Source: an optimization exercise on an open RTL-to-GDS flow (aim: small area). Production flows keep margins and buffers that such runs may drop. No run shown here included a check of the RTL's function; only the layout flow was run.

==> design/flow/design.v <==
module Multiplier32Bit (
	input[31:0] multiplicand,
	input[31:0] multiplier,
	input clk,
	input enable,
	input reset_n,
	output[31:0] aBus,
	output valid
);
	reg[31:0] acc;     
	reg[2:0] cnt;      
	reg vld;
	wire[31:0] mc = multiplicand;
	wire[31:0] mp = multiplier;
	wire busy = (cnt != 3'd0);
	wire z1 = (mp[31:8] == 24'h0) || (mp[31:8] == 24'hFFFFFF);
	wire z2 = (mp[31:16] == 16'h0) || (mp[31:16] == 16'hFFFF);
	wire z3 = (mp[31:24] == 8'h0) || (mp[31:24] == 8'hFF);
	wire[2:0] d = z1 ? 3'd1 : z2 ? 3'd2 : z3 ? 3'd3 : 3'd4;
	reg[6:0] w;
	always @(*) begin
		case (busy ? cnt - 3'd1 : d)
			3'd0: w = {mp[5:0], 1'b0};
			3'd1: w = mp[11:5];
			3'd2: w = mp[17:11];
			3'd3: w = mp[23:17];
			default: w = mp[29:23];
		endcase
	end
	wire d3 = (d == 3'd3);
	wire d4 = (d == 3'd4);
	wire cp = d3 & mp[23] & ~mp[24];    
	wire cm = d3 & ~mp[23] & mp[24];    
	wire[7:0] mneg;                     
	assign mneg[0] = mc[0];
	genvar i;
	generate
		for (i = 1; i < 8; i = i + 1) begin : gn
			assign mneg[i] = mc[i] ^ (|mc[i-1:0]);
		end
	endgenerate
	wire[1:0] v = {mp[31] ^ (mp[30] & mp[29]), mp[30] ^ mp[29]};
	wire[1:0] init4 = d4 ? {(mc[1] & v[0]) ^ (mc[0] & v[1]), mc[0] & v[0]} : 2'b0;
	wire[7:0] init = ({8{cp}} & mc[7:0]) | ({8{cm}} & mneg) | {6'd0, init4};
	wire[25:0] prev = busy ? acc[25:0] : {18'd0, init};
	wire one0 = w[1] ^ w[0];
	wire two0 = (w[2] & ~w[1] & ~w[0]) | (~w[2] & w[1] & w[0]);
	wire n0 = w[2];
	wire one1 = w[3] ^ w[2];
	wire two1 = (w[4] & ~w[3] & ~w[2]) | (~w[4] & w[3] & w[2]);
	wire n1 = w[4];
	wire one2 = w[5] ^ w[4];
	wire two2 = (w[6] & ~w[5] & ~w[4]) | (~w[6] & w[5] & w[4]);
	wire n2 = w[6];
	wire[31:0] r0;
	wire[29:0] r1;
	wire[27:0] r2;
	wire x0 = one0 & mc[0];
	wire k0 = n0 & ~x0;
	assign r0[0] = x0;
	assign r1[0] = (one1 & mc[0]) ^ n1;
	assign r2[0] = (one2 & mc[0]) ^ n2;
	generate
		for (i = 1; i < 32; i = i + 1) begin : g0
			assign r0[i] = ((one0 & mc[i]) | (two0 & mc[i-1])) ^ n0;
		end
		for (i = 1; i < 30; i = i + 1) begin : g1
			assign r1[i] = ((one1 & mc[i]) | (two1 & mc[i-1])) ^ n1;
		end
		for (i = 1; i < 28; i = i + 1) begin : g2
			assign r2[i] = ((one2 & mc[i]) | (two2 & mc[i-1])) ^ n2;
		end
	endgenerate
	wire[31:0] next;
	wire s1;
	wire c2;
	wire s3;
	wire c4;
	wire s5;
	wire c6;
	wire s7;
	wire c8;
	wire s9;
	wire c10;
	wire s11;
	wire c12;
	wire s13;
	wire c14;
	wire s15;
	wire c16;
	wire s17;
	wire c18;
	wire s19;
	wire c20;
	wire s21;
	wire c22;
	wire s23;
	wire c24;
	wire s25;
	wire c26;
	wire s27;
	wire c28;
	wire s29;
	wire c30;
	wire s31;
	wire c32;
	wire s33;
	wire c34;
	wire s35;
	wire c36;
	wire s37;
	wire c38;
	wire s39;
	wire c40;
	wire s41;
	wire c42;
	wire s43;
	wire c44;
	wire s45;
	wire c46;
	wire s47;
	wire c48;
	wire s49;
	wire c50;
	wire s51;
	wire c52;
	wire s53;
	wire c54;
	wire s55;
	wire s56;
	wire c57;
	wire s58;
	wire c59;
	wire s60;
	wire c61;
	wire s62;
	wire c63;
	wire s64;
	wire c65;
	wire s66;
	wire c67;
	wire s68;
	wire c69;
	wire s70;
	wire c71;
	wire s72;
	wire c73;
	wire s74;
	wire c75;
	wire s76;
	wire c77;
	wire s78;
	wire c79;
	wire s80;
	wire c81;
	wire s82;
	wire c83;
	wire s84;
	wire c85;
	wire s86;
	wire c87;
	wire s88;
	wire c89;
	wire s90;
	wire c91;
	wire s92;
	wire c93;
	wire s94;
	wire c95;
	wire s96;
	wire c97;
	wire s98;
	wire c99;
	wire s100;
	wire c101;
	wire s102;
	wire c103;
	wire s104;
	wire c105;
	wire s106;
	wire c107;
	wire s108;
	wire c109;
	wire s110;
	wire c111;
	wire s112;
	wire c113;
	wire s114;
	wire s115;
	wire c116;
	wire s117;
	wire c118;
	wire s119;
	wire c120;
	wire s121;
	wire c122;
	wire s123;
	wire c124;
	wire s125;
	wire c126;
	wire s127;
	wire c128;
	wire s129;
	wire c130;
	wire s131;
	wire c132;
	wire s133;
	wire c134;
	wire s135;
	wire c136;
	wire s137;
	wire c138;
	wire s139;
	wire c140;
	wire s141;
	wire c142;
	wire s143;
	wire c144;
	wire s145;
	wire c146;
	wire s147;
	wire c148;
	wire s149;
	wire c150;
	wire s151;
	wire c152;
	wire bc153;
	wire s154;
	wire c155;
	wire s156;
	wire c157;
	wire s158;
	wire c159;
	wire s160;
	wire c161;
	wire s162;
	wire c163;
	wire s164;
	wire c165;
	wire s166;
	wire c167;
	wire s168;
	wire c169;
	wire s170;
	wire c171;
	wire s172;
	wire c173;
	wire s174;
	wire c175;
	wire s176;
	wire c177;
	wire bc178;
	wire s179;
	wire c180;
	wire s181;
	wire c182;
	wire s183;
	wire c184;
	wire s185;
	wire c186;
	wire s187;
	wire c188;
	wire s189;
	wire c190;
	wire s191;
	wire c192;
	wire s193;
	wire c194;
	wire s195;
	wire c196;
	wire s197;
	wire c198;
	wire s199;
	wire c200;
	wire s201;
	wire c202;
	wire bc203;
	wire s204;
	wire c205;
	wire s206;
	wire c207;
	wire s208;
	wire c209;
	wire s210;
	wire c211;
	wire s212;
	wire c213;
	wire s214;
	wire s215;
	wire c216;
	wire s217;
	wire c218;
	wire s219;
	wire c220;
	wire s221;
	wire c222;
	wire s223;
	wire c224;
	wire s225;
	assign s1 = r0[4] ^ r1[2];
	assign c2 = r0[4] & r1[2];
	assign s3 = r0[5] ^ r1[3];
	assign c4 = r0[5] & r1[3];
	assign s5 = r0[6] ^ r1[4] ^ r2[2];
	assign c6 = (r0[6] & r1[4]) | (r0[6] & r2[2]) | (r1[4] & r2[2]);
	assign s7 = r0[7] ^ r1[5] ^ r2[3];
	assign c8 = (r0[7] & r1[5]) | (r0[7] & r2[3]) | (r1[5] & r2[3]);
	assign s9 = r0[8] ^ r1[6] ^ r2[4];
	assign c10 = (r0[8] & r1[6]) | (r0[8] & r2[4]) | (r1[6] & r2[4]);
	assign s11 = r0[9] ^ r1[7] ^ r2[5];
	assign c12 = (r0[9] & r1[7]) | (r0[9] & r2[5]) | (r1[7] & r2[5]);
	assign s13 = r0[10] ^ r1[8] ^ r2[6];
	assign c14 = (r0[10] & r1[8]) | (r0[10] & r2[6]) | (r1[8] & r2[6]);
	assign s15 = r0[11] ^ r1[9] ^ r2[7];
	assign c16 = (r0[11] & r1[9]) | (r0[11] & r2[7]) | (r1[9] & r2[7]);
	assign s17 = r0[12] ^ r1[10] ^ r2[8];
	assign c18 = (r0[12] & r1[10]) | (r0[12] & r2[8]) | (r1[10] & r2[8]);
	assign s19 = r0[13] ^ r1[11] ^ r2[9];
	assign c20 = (r0[13] & r1[11]) | (r0[13] & r2[9]) | (r1[11] & r2[9]);
	assign s21 = r0[14] ^ r1[12] ^ r2[10];
	assign c22 = (r0[14] & r1[12]) | (r0[14] & r2[10]) | (r1[12] & r2[10]);
	assign s23 = r0[15] ^ r1[13] ^ r2[11];
	assign c24 = (r0[15] & r1[13]) | (r0[15] & r2[11]) | (r1[13] & r2[11]);
	assign s25 = r0[16] ^ r1[14] ^ r2[12];
	assign c26 = (r0[16] & r1[14]) | (r0[16] & r2[12]) | (r1[14] & r2[12]);
	assign s27 = r0[17] ^ r1[15] ^ r2[13];
	assign c28 = (r0[17] & r1[15]) | (r0[17] & r2[13]) | (r1[15] & r2[13]);
	assign s29 = r0[18] ^ r1[16] ^ r2[14];
	assign c30 = (r0[18] & r1[16]) | (r0[18] & r2[14]) | (r1[16] & r2[14]);
	assign s31 = r0[19] ^ r1[17] ^ r2[15];
	assign c32 = (r0[19] & r1[17]) | (r0[19] & r2[15]) | (r1[17] & r2[15]);
	assign s33 = r0[20] ^ r1[18] ^ r2[16];
	assign c34 = (r0[20] & r1[18]) | (r0[20] & r2[16]) | (r1[18] & r2[16]);
	assign s35 = r0[21] ^ r1[19] ^ r2[17];
	assign c36 = (r0[21] & r1[19]) | (r0[21] & r2[17]) | (r1[19] & r2[17]);
	assign s37 = r0[22] ^ r1[20] ^ r2[18];
	assign c38 = (r0[22] & r1[20]) | (r0[22] & r2[18]) | (r1[20] & r2[18]);
	assign s39 = r0[23] ^ r1[21] ^ r2[19];
	assign c40 = (r0[23] & r1[21]) | (r0[23] & r2[19]) | (r1[21] & r2[19]);
	assign s41 = r0[24] ^ r1[22] ^ r2[20];
	assign c42 = (r0[24] & r1[22]) | (r0[24] & r2[20]) | (r1[22] & r2[20]);
	assign s43 = r0[25] ^ r1[23] ^ r2[21];
	assign c44 = (r0[25] & r1[23]) | (r0[25] & r2[21]) | (r1[23] & r2[21]);
	assign s45 = r0[26] ^ r1[24] ^ r2[22];
	assign c46 = (r0[26] & r1[24]) | (r0[26] & r2[22]) | (r1[24] & r2[22]);
	assign s47 = r0[27] ^ r1[25] ^ r2[23];
	assign c48 = (r0[27] & r1[25]) | (r0[27] & r2[23]) | (r1[25] & r2[23]);
	assign s49 = r0[28] ^ r1[26] ^ r2[24];
	assign c50 = (r0[28] & r1[26]) | (r0[28] & r2[24]) | (r1[26] & r2[24]);
	assign s51 = r0[29] ^ r1[27] ^ r2[25];
	assign c52 = (r0[29] & r1[27]) | (r0[29] & r2[25]) | (r1[27] & r2[25]);
	assign s53 = r0[30] ^ r1[28] ^ r2[26];
	assign c54 = (r0[30] & r1[28]) | (r0[30] & r2[26]) | (r1[28] & r2[26]);
	assign s55 = r0[31] ^ r1[29] ^ r2[27];
	assign s56 = r0[2] ^ r1[0];
	assign c57 = r0[2] & r1[0];
	assign s58 = r0[3] ^ r1[1];
	assign c59 = r0[3] & r1[1];
	assign s60 = s1 ^ r2[0] ^ n2;
	assign c61 = (s1 & r2[0]) | (s1 & n2) | (r2[0] & n2);
	assign s62 = s3 ^ r2[1] ^ c2;
	assign c63 = (s3 & r2[1]) | (s3 & c2) | (r2[1] & c2);
	assign s64 = s5 ^ prev[0] ^ c4;
	assign c65 = (s5 & prev[0]) | (s5 & c4) | (prev[0] & c4);
	assign s66 = s7 ^ prev[1] ^ c6;
	assign c67 = (s7 & prev[1]) | (s7 & c6) | (prev[1] & c6);
	assign s68 = s9 ^ prev[2] ^ c8;
	assign c69 = (s9 & prev[2]) | (s9 & c8) | (prev[2] & c8);
	assign s70 = s11 ^ prev[3] ^ c10;
	assign c71 = (s11 & prev[3]) | (s11 & c10) | (prev[3] & c10);
	assign s72 = s13 ^ prev[4] ^ c12;
	assign c73 = (s13 & prev[4]) | (s13 & c12) | (prev[4] & c12);
	assign s74 = s15 ^ prev[5] ^ c14;
	assign c75 = (s15 & prev[5]) | (s15 & c14) | (prev[5] & c14);
	assign s76 = s17 ^ prev[6] ^ c16;
	assign c77 = (s17 & prev[6]) | (s17 & c16) | (prev[6] & c16);
	assign s78 = s19 ^ prev[7] ^ c18;
	assign c79 = (s19 & prev[7]) | (s19 & c18) | (prev[7] & c18);
	assign s80 = s21 ^ prev[8] ^ c20;
	assign c81 = (s21 & prev[8]) | (s21 & c20) | (prev[8] & c20);
	assign s82 = s23 ^ prev[9] ^ c22;
	assign c83 = (s23 & prev[9]) | (s23 & c22) | (prev[9] & c22);
	assign s84 = s25 ^ prev[10] ^ c24;
	assign c85 = (s25 & prev[10]) | (s25 & c24) | (prev[10] & c24);
	assign s86 = s27 ^ prev[11] ^ c26;
	assign c87 = (s27 & prev[11]) | (s27 & c26) | (prev[11] & c26);
	assign s88 = s29 ^ prev[12] ^ c28;
	assign c89 = (s29 & prev[12]) | (s29 & c28) | (prev[12] & c28);
	assign s90 = s31 ^ prev[13] ^ c30;
	assign c91 = (s31 & prev[13]) | (s31 & c30) | (prev[13] & c30);
	assign s92 = s33 ^ prev[14] ^ c32;
	assign c93 = (s33 & prev[14]) | (s33 & c32) | (prev[14] & c32);
	assign s94 = s35 ^ prev[15] ^ c34;
	assign c95 = (s35 & prev[15]) | (s35 & c34) | (prev[15] & c34);
	assign s96 = s37 ^ prev[16] ^ c36;
	assign c97 = (s37 & prev[16]) | (s37 & c36) | (prev[16] & c36);
	assign s98 = s39 ^ prev[17] ^ c38;
	assign c99 = (s39 & prev[17]) | (s39 & c38) | (prev[17] & c38);
	assign s100 = s41 ^ prev[18] ^ c40;
	assign c101 = (s41 & prev[18]) | (s41 & c40) | (prev[18] & c40);
	assign s102 = s43 ^ prev[19] ^ c42;
	assign c103 = (s43 & prev[19]) | (s43 & c42) | (prev[19] & c42);
	assign s104 = s45 ^ prev[20] ^ c44;
	assign c105 = (s45 & prev[20]) | (s45 & c44) | (prev[20] & c44);
	assign s106 = s47 ^ prev[21] ^ c46;
	assign c107 = (s47 & prev[21]) | (s47 & c46) | (prev[21] & c46);
	assign s108 = s49 ^ prev[22] ^ c48;
	assign c109 = (s49 & prev[22]) | (s49 & c48) | (prev[22] & c48);
	assign s110 = s51 ^ prev[23] ^ c50;
	assign c111 = (s51 & prev[23]) | (s51 & c50) | (prev[23] & c50);
	assign s112 = s53 ^ prev[24] ^ c52;
	assign c113 = (s53 & prev[24]) | (s53 & c52) | (prev[24] & c52);
	assign s114 = s55 ^ prev[25] ^ c54;
	assign s115 = k0 ^ r0[1];
	assign c116 = k0 & r0[1];
	assign s117 = s56 ^ n1 ^ c116;
	assign c118 = (s56 & n1) | (s56 & c116) | (n1 & c116);
	assign s119 = s58 ^ c57 ^ c118;
	assign c120 = (s58 & c57) | (s58 & c118) | (c57 & c118);
	assign s121 = s60 ^ c59 ^ c120;
	assign c122 = (s60 & c59) | (s60 & c120) | (c59 & c120);
	assign s123 = s62 ^ c61 ^ c122;
	assign c124 = (s62 & c61) | (s62 & c122) | (c61 & c122);
	assign s125 = s64 ^ c63 ^ c124;
	assign c126 = (s64 & c63) | (s64 & c124) | (c63 & c124);
	assign s127 = s66 ^ c65 ^ c126;
	assign c128 = (s66 & c65) | (s66 & c126) | (c65 & c126);
	assign s129 = s68 ^ c67;
	assign c130 = s68 & c67;
	assign s131 = s70 ^ c69 ^ c130;
	assign c132 = (s70 & c69) | (s70 & c130) | (c69 & c130);
	assign s133 = s72 ^ c71 ^ c132;
	assign c134 = (s72 & c71) | (s72 & c132) | (c71 & c132);
	assign s135 = s74 ^ c73 ^ c134;
	assign c136 = (s74 & c73) | (s74 & c134) | (c73 & c134);
	assign s137 = s76 ^ c75 ^ c136;
	assign c138 = (s76 & c75) | (s76 & c136) | (c75 & c136);
	assign s139 = s78 ^ c77 ^ c138;
	assign c140 = (s78 & c77) | (s78 & c138) | (c77 & c138);
	assign s141 = ~(s68 ^ c67);
	assign c142 = s68 | c67;
	assign s143 = s70 ^ c69 ^ c142;
	assign c144 = (s70 & c69) | (s70 & c142) | (c69 & c142);
	assign s145 = s72 ^ c71 ^ c144;
	assign c146 = (s72 & c71) | (s72 & c144) | (c71 & c144);
	assign s147 = s74 ^ c73 ^ c146;
	assign c148 = (s74 & c73) | (s74 & c146) | (c73 & c146);
	assign s149 = s76 ^ c75 ^ c148;
	assign c150 = (s76 & c75) | (s76 & c148) | (c75 & c148);
	assign s151 = s78 ^ c77 ^ c150;
	assign c152 = (s78 & c77) | (s78 & c150) | (c77 & c150);
	assign s154 = s80 ^ c79;
	assign c155 = s80 & c79;
	assign s156 = s82 ^ c81 ^ c155;
	assign c157 = (s82 & c81) | (s82 & c155) | (c81 & c155);
	assign s158 = s84 ^ c83 ^ c157;
	assign c159 = (s84 & c83) | (s84 & c157) | (c83 & c157);
	assign s160 = s86 ^ c85 ^ c159;
	assign c161 = (s86 & c85) | (s86 & c159) | (c85 & c159);
	assign s162 = s88 ^ c87 ^ c161;
	assign c163 = (s88 & c87) | (s88 & c161) | (c87 & c161);
	assign s164 = s90 ^ c89 ^ c163;
	assign c165 = (s90 & c89) | (s90 & c163) | (c89 & c163);
	assign s166 = ~(s80 ^ c79);
	assign c167 = s80 | c79;
	assign s168 = s82 ^ c81 ^ c167;
	assign c169 = (s82 & c81) | (s82 & c167) | (c81 & c167);
	assign s170 = s84 ^ c83 ^ c169;
	assign c171 = (s84 & c83) | (s84 & c169) | (c83 & c169);
	assign s172 = s86 ^ c85 ^ c171;
	assign c173 = (s86 & c85) | (s86 & c171) | (c85 & c171);
	assign s174 = s88 ^ c87 ^ c173;
	assign c175 = (s88 & c87) | (s88 & c173) | (c87 & c173);
	assign s176 = s90 ^ c89 ^ c175;
	assign c177 = (s90 & c89) | (s90 & c175) | (c89 & c175);
	assign s179 = s92 ^ c91;
	assign c180 = s92 & c91;
	assign s181 = s94 ^ c93 ^ c180;
	assign c182 = (s94 & c93) | (s94 & c180) | (c93 & c180);
	assign s183 = s96 ^ c95 ^ c182;
	assign c184 = (s96 & c95) | (s96 & c182) | (c95 & c182);
	assign s185 = s98 ^ c97 ^ c184;
	assign c186 = (s98 & c97) | (s98 & c184) | (c97 & c184);
	assign s187 = s100 ^ c99 ^ c186;
	assign c188 = (s100 & c99) | (s100 & c186) | (c99 & c186);
	assign s189 = s102 ^ c101 ^ c188;
	assign c190 = (s102 & c101) | (s102 & c188) | (c101 & c188);
	assign s191 = ~(s92 ^ c91);
	assign c192 = s92 | c91;
	assign s193 = s94 ^ c93 ^ c192;
	assign c194 = (s94 & c93) | (s94 & c192) | (c93 & c192);
	assign s195 = s96 ^ c95 ^ c194;
	assign c196 = (s96 & c95) | (s96 & c194) | (c95 & c194);
	assign s197 = s98 ^ c97 ^ c196;
	assign c198 = (s98 & c97) | (s98 & c196) | (c97 & c196);
	assign s199 = s100 ^ c99 ^ c198;
	assign c200 = (s100 & c99) | (s100 & c198) | (c99 & c198);
	assign s201 = s102 ^ c101 ^ c200;
	assign c202 = (s102 & c101) | (s102 & c200) | (c101 & c200);
	assign s204 = s104 ^ c103;
	assign c205 = s104 & c103;
	assign s206 = s106 ^ c105 ^ c205;
	assign c207 = (s106 & c105) | (s106 & c205) | (c105 & c205);
	assign s208 = s108 ^ c107 ^ c207;
	assign c209 = (s108 & c107) | (s108 & c207) | (c107 & c207);
	assign s210 = s110 ^ c109 ^ c209;
	assign c211 = (s110 & c109) | (s110 & c209) | (c109 & c209);
	assign s212 = s112 ^ c111 ^ c211;
	assign c213 = (s112 & c111) | (s112 & c211) | (c111 & c211);
	assign s214 = s114 ^ c113 ^ c213;
	assign s215 = ~(s104 ^ c103);
	assign c216 = s104 | c103;
	assign s217 = s106 ^ c105 ^ c216;
	assign c218 = (s106 & c105) | (s106 & c216) | (c105 & c216);
	assign s219 = s108 ^ c107 ^ c218;
	assign c220 = (s108 & c107) | (s108 & c218) | (c107 & c218);
	assign s221 = s110 ^ c109 ^ c220;
	assign c222 = (s110 & c109) | (s110 & c220) | (c109 & c220);
	assign s223 = s112 ^ c111 ^ c222;
	assign c224 = (s112 & c111) | (s112 & c222) | (c111 & c222);
	assign s225 = s114 ^ c113 ^ c224;
	assign next[0] = x0;
	assign next[1] = s115;
	assign next[2] = s117;
	assign next[3] = s119;
	assign next[4] = s121;
	assign next[5] = s123;
	assign next[6] = s125;
	assign next[7] = s127;
	assign next[8] = c128 ? s141 : s129;
	assign next[9] = c128 ? s143 : s131;
	assign next[10] = c128 ? s145 : s133;
	assign next[11] = c128 ? s147 : s135;
	assign next[12] = c128 ? s149 : s137;
	assign next[13] = c128 ? s151 : s139;
	assign bc153 = c128 ? c152 : c140;
	assign next[14] = bc153 ? s166 : s154;
	assign next[15] = bc153 ? s168 : s156;
	assign next[16] = bc153 ? s170 : s158;
	assign next[17] = bc153 ? s172 : s160;
	assign next[18] = bc153 ? s174 : s162;
	assign next[19] = bc153 ? s176 : s164;
	assign bc178 = bc153 ? c177 : c165;
	assign next[20] = bc178 ? s191 : s179;
	assign next[21] = bc178 ? s193 : s181;
	assign next[22] = bc178 ? s195 : s183;
	assign next[23] = bc178 ? s197 : s185;
	assign next[24] = bc178 ? s199 : s187;
	assign next[25] = bc178 ? s201 : s189;
	assign bc203 = bc178 ? c202 : c190;
	assign next[26] = bc203 ? s215 : s204;
	assign next[27] = bc203 ? s217 : s206;
	assign next[28] = bc203 ? s219 : s208;
	assign next[29] = bc203 ? s221 : s210;
	assign next[30] = bc203 ? s223 : s212;
	assign next[31] = bc203 ? s225 : s214;
	always @(posedge clk) begin
		acc <= next;
	end
	always @(posedge clk, negedge reset_n) begin
		if (reset_n == 0) begin
			cnt <= 0;
			vld <= 0;
		end else if (enable) begin
			cnt <= d;
			vld <= 0;
		end else if (busy) begin
			cnt <= cnt - 3'd1;
			vld <= (cnt == 3'd1);
		end else begin
			vld <= 0;
		end
	end
	assign aBus = acc;
	assign valid = vld;
endmodule
==> design/flow/run.sh <==
#!/bin/bash
# synth_recipe.tcl (not shown) runs the flow's synth.tcl, then flattens the netlist and writes it again
# the make line also repeats each setting of config.mk as NAME=value (left out here)
make -C /OpenROAD-flow-scripts/flow DESIGN_CONFIG=/design/flow/config.mk WORK_HOME=/design/flow/orfs CLKGATE_MAP_FILE= SYNTH_SCRIPT=/design/flow/synth_recipe.tcl finish
==> design/flow/config.mk <==
export PLATFORM = sky130hd
export DESIGN_NAME = Multiplier32Bit
export DESIGN_NICKNAME = Multiplier32Bit
export VERILOG_FILES = /design/flow/design.v
export SDC_FILE = /design/flow/constraint.sdc
export NUM_CORES = 4
export LEC_CHECK = 0
export ABC_AREA = 1
export CAP_MARGIN = 20
export CORE_MARGIN = 2
export CORE_UTILIZATION = 40
export SLEW_MARGIN = 20
==> design/flow/constraint.sdc <==
create_clock -name core_clock -period 10.0 [get_ports {clk}]
set_input_delay 2.0000 -clock core_clock [delete_from_list [all_inputs] [get_ports {clk}]]
set_output_delay 2.0000 -clock core_clock [all_outputs]
set_load 0.01 [all_outputs]
==> out/results.tsv, run 1 <==
stage	metric	value	unit
sta	Setup TNS	0	ns
drt	Post-DRT Antenna Nets	0	
floorplanning	die area	18170	um^2
drt	drt first pass iters	4	
drt	DR iter-0 viols	280	
grt	GRT overflow	0	
drt	routed vias/inst	4.974	
sta	Final Setup Violations	0	
yosys	Synth Register Bits	36	
floorplanning	Ports	100	
placement	Port Buffers	99	
floorplanning	num rows	47	
setup_path	critical path class	input port to register	
yosys	post-synthesis net count	1049	
setup_path	Slowest-stage cell, CP	clkdlybuf4s50_1	
hold_path	Hold Path Depth	1	
floorplanning	core area	16640	um^2
setup_path	cell mode on critical path	nand2_1	
hold_path	HP Class	register to register	
sta	Final Hold Viols	0	
hold_path	hold path startpoint	cnt[2]	
grt	largest net degree at the start of global routing	36	
sta	Tmin final	9.284	ns
clock_network	clk sink count	36	
yosys	Cell Area, Synth	6842	um^2
setup_path	Max stage delay on crit path	0.62	ns
sta	unrepaired setup endpoints after global routing	false	
floorplanning	chip width	134.8	um
grt	global-route wire length before repair	29700	um
clock_network	CTS buffer count	5	
setup_path	worst path required time	10.19	ns
sta	final worst path period share	92.84	%
setup_path	Setup crit end	acc[31]	
sta	Clock Skews	0.008411	ns
drt	WL final	17660	um
clock_network	worst skew pair latency	0.30	ns
floorplanning	Initial Utilization	41.11	%
setup_path	Arr. time, crit path	9.47	ns
sta	Slew Limit Fails	0	
final_layout	post-route cell area	8202	um^2
setup_path	endpoint type of the worst setup path	register	
clock_network	CTS tree	done	
sta	Worst-Margin Slew	0.5943	ns
yosys	synth warn	1	
yosys	Synth cell types	45	
setup_path	reg-to-reg critical path endpoint	acc[31]	
clock_network	Max clock buf depth	2	
yosys	Mapped Cells	886	
placement	DP Area	8025	um^2
placement	GP Congestion	0.8835	
floorplanning	Die Y	134.8	um
setup_path	Critical R2R Launch	cnt[0]	
clock_network	CTS Root Cell	clkbuf_16	
setup_path	CP max FO	18	
clock_network	Worst-path clk slew	0.06	ns
drt	routed vias	5959	
drt	Routed WL per cell	14.74	um
final_layout	post-route insts no fill	1198	
final_layout	Core Util, Final	49.28	%
clock_network	post-cts resize count	0	
drt	drt drc	0	
clock_network	Hold Buf Count CTS	0	
setup_path	CP startpoint	multiplier[23]	
setup_path	Worst R2R Setup Slack	1.88	ns
grt	Tot GR Track Use	20.47	%
sta	Rel. slew slack	60.07	%
sta	FMAX	107.7	MHz
yosys	syn_area_per_cell	7.722	um^2
outcome	outcome	finished clean	
placement	Post-Place Cells	1190	
final_layout	synth-to-layout area growth	19.88	%
final_layout	Filler Cells Inserted	1653	
clock_network	htree depth	2	
setup_path	Worst R2R Path Depth	45	
yosys	post-synthesis sequential area ratio	10.83	%
final_layout	layout cell share with drive strength beyond 1	13.19	%
grt	initial antenna violation count	0	
clock_network	Setup Fix Bufs, Post-CTS	0	
grt	vias in the first global route	6054	
placement	DP Wirelength	14290	um
final_layout	n_diodes	0	
run	maxcap violations	0	
final_layout	Total Nets Final	1140	
setup_path	CP startpoint kind	input port	
-- critical path, delay by kind of cell --
kind / cells / cell delay [ns]
adders and majority gates: 7 / 2.68
buffers and inverters: 8 / 1.10
and+or+nand+nor: 24 / 2.41
AOI/OAI and AO/OA: 7 / 1.11
xor gates and xnor gates: 1 / 0.16
-- worst min path at each step --
stage	end	slack, ns
4_1_cts	vld	0.54
6_report	vld	0.53
2_1_floorplan	vld	0.50
3_3_place_gp	vld	0.53
3_5_place_dp	vld	0.53
5_1_grt	vld	0.58
-- area by class of cell --
cell class                 instances  area (um^2)  share of cell area, %
sequential                        36        740.7                  9.031
clock buffer                       8        156.4                  1.907
multi-input combinational        645         5244                  63.94
timing repair buffer             119         1141                  13.91
tap                              220        275.3                  3.356
inverter                         170        644.4                  7.857
-- through the flow --
step                setup WS [ns]  hold WS [ns]
floorplan                   1.422        0.5030
global placement           0.4766        0.5272
detailed placement         0.2142        0.5297
CTS                        0.5084        0.5386
global route              0.08031        0.5783
finish                     0.7164        0.5348
-- cells in the mapped netlist, drive strengths merged --
library cell / number / area (um^2)
or2: 7 / 43.79
dfxtp: 32 / 640.6
xor2: 103 / 902.1
mux2i: 3 / 30.03
nand3b: 1 / 7.510
dfrtp: 4 / 100.1
clkinv: 6 / 22.52
nor2: 63 / 261.5
o22ai: 84 / 775.7
buf: 31 / 230.2
a31oi: 2 / 18.77
fa: 57 / 1141
ha: 39 / 488.0
clkbuf: 4 / 15.01
nor3: 5 / 35.03
nand3: 28 / 177.7
inv: 164 / 618.1
nand4: 25 / 162.6
xnor2: 14 / 122.6
o21bai: 3 / 22.52
a21oi: 26 / 130.1
o211ai: 1 / 7.510
o221ai: 4 / 35.03
o21ai: 40 / 215.2
nand2: 138 / 620.6
o2111ai: 1 / 8.760
and2: 1 / 8.760
-- cells in the final DEF, fill, tap and decap left out, drive strengths merged --
cell,instances
xnor2,14
o21ai,40
nand3b,1
o22ai,84
clkdlybuf4s50,99
inv,163
buf,20
clkbuf,8
and2,1
xor2,103
dfrtp,4
nor2,63
dfxtp,32
or2,7
o221ai,4
clkinv,7
ha,39
o2111ai,1
a31oi,2
o211ai,1
nor3,5
nand2,138
o21bai,3
nand3,28
a21oi,26
fa,57
mux2i,3
nand4,25
-- flip-flops by register name (all words and copies together) (netlist names) --
signal / flops
vld: 1
cnt: 3
acc: 32
-- metal layers --
metal | up-vias | global-route usage (%) | share of wire (%)
li1 | 3033 | - | -
met1 | 2789 | 27.89 | 47
met2 | 119 | 34.01 | 47
met3 | 18 | 2.853 | 3.6
met4 | 0 | 5.614 | 1.7
met5 | - | 0 | 0
-- kinds of logic (layout without fill, tap and decap cells) --
kind of cell               after synthesis  count (layout)  synth area share [%]
buffers and inverters                  205             297                 12.95
adders and majority gates               96              96                 23.81
xor gates and xnor gates               117             117                 14.98
DFF                                     36              36                 10.83
muxes                                    3               3                0.4389
AOI/OAI and AO/OA                      161             161                 17.74
and+or+nand+nor                        268             268                 19.26
==> run 2: changes to the inputs <==
==> design/flow/flow/run.sh (new file) <==
#!/bin/bash
export BUFFER_PORTS_ARGS="-buffer_cell sky130_fd_sc_hd__buf_1"
bash standard.sh RECOVER_POWER=100 finish > standard.log 2>&1
==> design/flow/standard.sh (new file) <==
#!/bin/bash
# synth_recipe.tcl (not shown) runs the flow's synth.tcl, then flattens the netlist and writes it again
# the make line also repeats each setting of config.mk as NAME=value (left out here)
make -C /OpenROAD-flow-scripts/flow DESIGN_CONFIG=/design/flow/config.mk WORK_HOME=/design/flow/orfs CLKGATE_MAP_FILE= SYNTH_SCRIPT=/design/flow/synth_recipe.tcl "${@:-finish}"
removed: design/flow/run.sh
==> run 2 against run 1 <==
Hold slack better by 0.0032 ns. Setup slack worse by 0.028 ns. Global-route usage down 0.91 points. Via count up 0.35%. Sequential share of layout area up 0.86 points. Register-to-register slack worse by 0.02 ns. Largest cell class unchanged.
==> out/results.tsv, run 2 <==
stage	metric	value	unit
outcome	outcome	finished clean	
setup_path	cell mode on critical path	nand2_1	
setup_path	worst path required time	10.22	ns
grt	vias in the first global route	5757	
yosys	compound-gate portion of the synthesized area	17.74	%
drt	DR iter-0 viols	326	
placement	pre-CTS WS	0.4151	ns
run	maxcap violations	0	
grt	largest net degree at the start of global routing	35	
sta	final worst path period share	93.12	%
grt	initial antenna violation count	0	
clock_network	Hold Buf Count CTS	0	
sta	Slew Limit Fails	0	
setup_path	critical path class	input port to register	
placement	GP Congestion	0.9520	
placement	Post-Place Cells	1182	
clock_network	CTS buffer count	5	
final_layout	synth-to-layout area growth	9.510	%
final_layout	Core Util, Final	45.02	%
floorplanning	num rows	47	
clock_network	worst skew pair latency	0.30	ns
drt	Routed WL per cell	14.50	um
placement	DP Area	7346	um^2
sta	Hold Slack	0.5380	ns
yosys	EDFF count, synth	0	
yosys	Cell Area, Synth	6842	um^2
yosys	post-synthesis sequential area ratio	10.83	%
yosys	Post-synth ARST share	11.11	%
yosys	Synth Register Bits	36	
yosys	Synth area leader	fa_1	
drt	routed vias/inst	5.025	
placement	Port Buffers	99	
setup_path	buffer and inverter count on the worst path	8	
final_layout	Most flops, register	acc	
floorplanning	Ports	100	
yosys	Synth cell types	45	
clock_network	Max clock buf depth	2	
yosys	top post-synthesis cells by count	152 x inv_1, 113 x nand2_1, 103 x xor2_1, 59 x nor2_1, 57 x fa_1	
yosys	largest cells by area after synthesis	fa_1 17%, xor2_1 13%, dfxtp_1 9.4%	
final_layout	max reg flops	32	
clock_network	CTS tree	done	
final_layout	commonest non-fill, non-tap cell in the layout	inv_1	
grt	GRT overflow	0	
placement	DP Wirelength	14020	um
final_layout	most frequent cells in the layout	152 x inv_1, 114 x nand2_1, 103 x xor2_1	
floorplanning	die area	18170	um^2
yosys	Mapped Cells	886	
setup_path	endpoint type of the worst setup path	register	
hold_path	HP Class	register to register	
yosys	syn_area_per_cell	7.722	um^2
sta	Rel. slew slack	57.18	%
clock_network	Setup Fix Bufs, Post-CTS	0	
drt	drt drc	0	
final_layout	n_diodes	0	
sta	unrepaired setup endpoints after global routing	false	
sta	Tmin final	9.312	ns
setup_path	Arr. time, crit path	9.53	ns
yosys	Synth Flop Type	dfxtp_1	
clock_network	CTS Root Cell	clkbuf_16	
drt	routed vias	5980	
clock_network	post-cts resize count	0	
final_layout	post-route insts no fill	1190	
floorplanning	chip width	134.8	um
sta	final setup margin	0.6884	ns
yosys	combinational family with the most area after synthesis	adder cells	
drt	WL final	17250	um
sta	Final Setup Violations	0	
setup_path	Slowest-stage cell, CP	fa_1	
grt	global-route wire length before repair	28500	um
yosys	synth warn	1	
yosys	top-area cell type share of the netlist area	16.68	%
yosys	post-synthesis net count	1049	
setup_path	CP top delay family	adder cells	
final_layout	Regs by FF count	acc (32), cnt (3), vld (1)	
yosys	post-synthesis mux area share	0.4389	%
yosys	simple-gate area share of the yosys netlist	19.26	%
yosys	Synth Area in Adders	23.81	%
floorplanning	Die Y	134.8	um
sta	Worst-Margin Slew	0.6374	ns
final_layout	Filler Cells Inserted	1742	
floorplanning	core area	16640	um^2
yosys	most common cell in the netlist	inv_1	
sta	Clock Skews	0.007819	ns
setup_path	CP max FO	22	
sta	Final Hold Viols	0	
sta	Setup TNS	0	ns
setup_path	Worst R2R Setup Slack	1.86	ns
sta	FMAX	107.4	MHz
drt	Post-DRT Antenna Nets	0	
drt	drt first pass iters	4	
final_layout	layout cell share with drive strength beyond 1	12.16	%
clock_network	clk sink count	36	
final_layout	post-route cell area	7492	um^2
setup_path	CP startpoint kind	input port	
grt	Tot GR Track Use	19.57	%
final_layout	Total Nets Final	1132	
clock_network	htree depth	2	
clock_network	Worst-path clk slew	0.06	ns
yosys	XOR/XNOR Fraction of Synth Area	14.98	%
setup_path	Max stage delay on crit path	0.49	ns
floorplanning	Initial Utilization	41.11	%
==> run 2: worst paths after layout <==
check	start	to	depth (start not counted)
max	multiplier[29]	acc[28]	43
min	cnt[2]	vld	1
max reg2reg	cnt[0]	acc[28]	43
min reg2reg	cnt[2]	vld	1
max in group asynchronous	reset_n	cnt[2]	1
min in group asynchronous	reset_n	vld	1
==> run 2: logic make-up (layout without fill, tap and decap cells) <==
group,count (synthesis),after routing
AND/OR/NAND/NOR,268,268
buffers and inverters,205,289
AO/OA/AOI/OAI,161,161
XOR/XNOR,117,117
adder cells (fa/ha/maj),96,96
flip-flops,36,36
multiplexers,3,3
==> run 2: final cells by class <==
cell class	count	area (um^2)	share of cell area (%)
inverter	170	640.6	8.550
sequential	36	740.7	9.886
multi-input combinational	645	5218	69.64
clock buffer	8	156.4	2.088
timing repair buffer	111	461.7	6.162
tap	220	275.3	3.674
==> run 2: routing by layer <==
layer	share of wire, %	up-vias	wire [um]	global-route usage, %
li1	-	3014	-	-
met1	47	2831	8025	26.18
met2	48	119	8229	33.31
met3	4.0	16	689	2.628
met4	1.8	0	308	5.088
met5	0	-	0	0

-- re-timing with driven ports --
How much do the figures lean on ideal ports? The routed layouts below were timed once more, with nothing changed but the port constraints.
Step 1, drivers: a clkbuf_16 drives clk and a buf_2 each remaining input, both assumed.
Step 2, shift: input delay + t, output delay - t, t = (earliest + latest rising clock arrival at the registers) / 2. This alone moves slack from input paths to output paths.
a / b / c = ideal / step 1 / step 2; a / b = the first two.
| run | t, ns | setup slack, ns | hold WS [ns] | clock arrival spread, ns | worst data-port slew with drivers (ns) |
|---|---|---|---|---|---|
| run 1 | 0.338 | 0.716 / 0.738 / 0.400 | 0.535 / 0.535 / 0.535 | 0.009 / 0.008 | 0.04 |
| run 2 | 0.334 | 0.688 / 0.705 / 0.371 | 0.538 / 0.538 / 0.538 | 0.008 / 0.008 | 0.05 |
After both steps setup and hold are still met in every run listed. For run 2, which loses most, drivers alone change the setup slack by +0.017 ns; drivers and shift together by -0.317 ns.
